This is an optimization exercise on Yosys and OpenROAD, whose aim is small area, a short achievable clock period and few clock cycles, not a production implementation. At most, simulation tests tie the RTL to the original design; equivalence was not proved. No activity file was given, so power comes from the tool's default toggle rates.

Setup of alpha:
==> module Top_002, before the edit <==
module Top_002(CLK,RST,MEM_ADDR,MEM_RDATA,MEM_WDATA,MEM_WE,HALTED);
	input CLK,RST;
	input [15:0]MEM_RDATA;
	output [7:0]MEM_ADDR;
	output [15:0]MEM_WDATA;
	output MEM_WE;
	output reg HALTED;
	reg [7:0]  MAR;
	reg [15:0] ACC, BR, R;
	reg        Z;
	reg [3:0]  op;                  
	reg        pv;                  
	reg        isF, isO, isI;
	reg        WE;
	reg [3:0]  cnt;
	reg        negq;                
	assign MEM_ADDR  = MAR;
	assign MEM_WDATA = ACC;
	assign MEM_WE    = WE;
	wire o_ld  = (op == 4'h2);
	wire o_add = (op == 4'h3);
	wire o_sub = (op == 4'h4);
	wire o_mpy = (op == 4'h8);
	wire o_div = (op == 4'h9);
	wire o_and = (op == 4'hA);
	wire o_or  = (op == 4'hB);
	wire o_not = (op == 4'hC);
	wire o_shr = (op == 4'hD);
	wire o_shl = (op == 4'hE);
	wire md     = o_mpy | o_div;
	wire isdiv  = op[0];
	wire minv   = isdiv ? ~BR[15] : negq;      
	wire do_neg = ~isI & (isO ? (md & ACC[15]) : (o_div & negq));
	wire selA   = ~isI & (o_add | o_sub | o_shl |
	                      (isO & md & ~ACC[15]) | (~isO & o_div & ~negq));
	wire selR   = ~isI & ~isO & o_mpy;
	wire selBB  = isI | o_ld | o_add | o_sub | o_or | o_not;
	wire selBA  = ~isI & (o_shl | do_neg);
	wire inv    = isI ? minv : (o_sub | o_not | do_neg);
	wire cin    = isI ? minv : (o_sub | do_neg);
	wire [15:0] eA = {16{selA}} | (BR & {16{o_and}}) | (~BR & {16{o_or}});
	wire [15:0] X = (ACC & eA) | (R & {16{selR}}) |
	                ({R[14:0], isdiv & ACC[15]} & {16{isI}}) |
	                ({1'b0, ACC[15:1]} & {16{o_shr}});
	wire [15:0] Y = ((BR & {16{selBB}}) | (ACC & {16{selBA}})) ^ {16{inv}};
	wire [16:0] sum = {1'b0, X} + {1'b0, Y} + {16'h0, cin};
	wire        cout = sum[16];
	wire bz   = (BR == 16'h0);
	wire div0 = o_div & bz;
	wire [15:0] res = sum[15:0] | {16{div0 & ~isO}};
	wire zn = pv ? (res == 16'h0) : Z;
	wire takes = isdiv ? cout : ACC[15];    
	wire sml  = (res[15:4] == 12'h0);
	wire zro  = sml & (res[3:0] == 4'h0);
	wire nrm  = isO & sml;
	reg [3:0] top;
	reg [3:0] ncnt;
	always @(*) begin
		if (res[3])      begin top = res[3:0];         ncnt = 4'd12; end
		else if (res[2]) begin top = {res[2:0], 1'b0}; ncnt = 4'd13; end
		else if (res[1]) begin top = {res[1:0], 2'b0}; ncnt = 4'd14; end
		else             begin top = {res[0], 3'b0};   ncnt = 4'd15; end
	end
	wire [15:0] nacc = {nrm ? top : res[15:12], res[11:0] & {12{~nrm}}};
	wire [3:0] d = MEM_RDATA[11:8];
	wire [7:0] a = MEM_RDATA[7:0];
	wire [7:0] pc1 = MAR + 8'd1;
	wire i_st  = ~d[3] & ~d[2] & ~d[1] & d[0];         
	wire i_hlt = ~d[3] & d[2] & d[1] & d[0];           
	wire i_shx = d[3] & d[2] & (d[1] | d[0]);          
	wire i_opO = (~d[2] & ~i_st) | (d[2] & ~d[1] & ~d[0]);    
	wire i_stF = d[2] & (d[1] ^ d[0]);                 
	wire maj  = (d[3] & d[1]) | (d[3] & d[0]) | (d[1] & d[0]);
	wire nad  = d[2] & (maj | (d[0] & zn));
	wire [7:0] marH = isI ? MAR : BR[7:0];
	wire [7:0] marP = isF ? pc1 : marH;
	wire [7:0] marA = isF ? a : marH;
	wire last = (cnt == 4'd15) | bz;    
	wire endO = isO & (~md | zro);      
	always @(posedge CLK or posedge RST) begin
		if (RST) begin
			MAR <= 8'h0; ACC <= 16'h0; Z <= 1'b0; pv <= 1'b0;
			isF <= 1'b1; isO <= 1'b0; isI <= 1'b0;
			WE <= 1'b0; HALTED <= 1'b0;
		end else begin
			isF <= (isF & i_stF) | endO | WE | (isI & last);
			isO <= isF & i_opO;
			isI <= (isO & md & ~zro) | (isI & ~last);
			WE  <= isF & i_st;
			pv  <= (isF & i_shx) | endO | (isI & last);
			if (isF & i_hlt) HALTED <= 1'b1;
			MAR <= nad ? marP : marA;
			if (isF & pv) Z <= zn;
			if ((isF & pv) | (isO & md))
				ACC <= nacc;
			else if (isI)
				ACC <= {ACC[14:0], cout};
		end
	end
	always @(posedge CLK) begin
		if (isF) op <= d;
		if (isF | isO) BR <= {MEM_RDATA[15:8], isF ? pc1 : MEM_RDATA[7:0]};
		R <= {16{isI}} & (takes ? sum[15:0] : X);
		cnt <= isO ? (sml ? ncnt : 4'd0) : cnt + 4'd1;
		if (isO) begin
			negq <= ACC[15] ^ (op[0] & MEM_RDATA[15]);
		end
	end
endmodule
export LEC_CHECK = 0
export CAP_MARGIN = 20
export CORE_MARGIN = 2
export CORE_UTILIZATION = 58
export SLEW_MARGIN = 20
export SYNTH_MEMORY_MAX_BITS = 8192
create_clock -name core_clock -period 31.0 [get_ports {CLK}]
standard.sh (not shown) runs the stock make flow with config.mk's settings and CLKGATE_MAP_FILE= SYNTH_SCRIPT=/design/flow/synth_recipe.tcl, a recipe that flattens the netlist after the stock synthesis.
==> flow/flow/run.sh <==
#!/bin/bash
# Layout flow: the standard flow (standard.sh: ORFS synthesis to final
# layout, unchanged), run with
#  - a setup-slack margin, so that ORFS's repair_timing sizes the design for
#    a period shorter than the design's;
#  - small port buffers (every port still gets its buffer); repair_timing
#    upsizes the ones on critical paths;
export SETUP_SLACK_MARGIN=${MARGIN:-23.6}
export BUFFER_PORTS_ARGS="-buffer_cell sky130_fd_sc_hd__buf_1"
export CTS_ARGS="-sink_clustering_enable -repair_clock_nets -dont_use_dummy_load -sink_clustering_size 30 -sink_clustering_max_diameter 60 -buf_list {sky130_fd_sc_hd__clkbuf_4 sky130_fd_sc_hd__clkbuf_8}"
bash standard.sh > standard.log 2>&1
No stage failed in alpha, and the final checks on the layout all came back clean.
What beta does differently from alpha at the input level:
--- a/flow/design.v
+++ b/flow/design.v
@@ -74,7 +74,4 @@
 	wire maj  = (d[3] & d[1]) | (d[3] & d[0]) | (d[1] & d[0]);
 	wire nad  = d[2] & (maj | (d[0] & zn));
-	wire [7:0] marH = isI ? MAR : BR[7:0];
-	wire [7:0] marP = isF ? pc1 : marH;
-	wire [7:0] marA = isF ? a : marH;
 	wire last = (cnt == 4'd15) | bz;    
 	wire endO = isO & (~md | zro);      
@@ -91,5 +88,10 @@
 			pv  <= (isF & i_shx) | endO | (isI & last);
 			if (isF & i_hlt) HALTED <= 1'b1;
-			MAR <= nad ? marP : marA;
+			if (isF & ~nad)
+				MAR <= a;
+			else if (isF)
+				MAR <= pc1;
+			else if (~isI)
+				MAR <= BR[7:0];
 			if (isF & pv) Z <= zn;
 			if ((isF & pv) | (isO & md))
## What came out
Compared with alpha, in beta area of all placed cells without fillers decreased by 83 µm² relative to the old numbers; met3 usage in global routing down 3.8 points; die area now smaller. Smallest setup slack after layout (lower): alpha. Going from alpha to beta, shortest period the worst path allows went down 0.079 ns; met1 usage now sits lower. Between alpha and beta, wire length the detailed router placed on met1 decreased. Diff alpha -> beta: layout overhead on the synthesized area did not really move; final wirelength went down; critical path depth went down; static leakage went down.
Testbench counts of beta, summed over its fixed seeds: cycles 251,751.
For alpha, only the layout was checked, not whether the RTL still works.

[re-timing with driven ports]
In the flow no input, the clock included, has a driving cell. The finished layouts below were timed again as built, in two steps. Step 1, drivers: a clkbuf_16 drives CLK and a buf_2 each remaining input, both assumed. Step 2 times the ports against the registers' clock, not the clock port: input delays grow and output delays shrink by t, the midpoint of the rising clock arrivals with the driver on. a / b / c = ideal ports / drivers / drivers and shift; a / b = the first two.
run	t (ns)	slack for setup (ns)	clock arrival spread, ns
alpha	0.369	23.655 / 23.632 / 23.299	0.027 / 0.027
beta	0.383	23.734 / 23.699 / 23.373	0.020 / 0.020
After both steps setup and hold are still met in every run listed. The setup slack of beta, which loses most, moves by -0.035 ns with the drivers and by -0.361 ns with both steps.
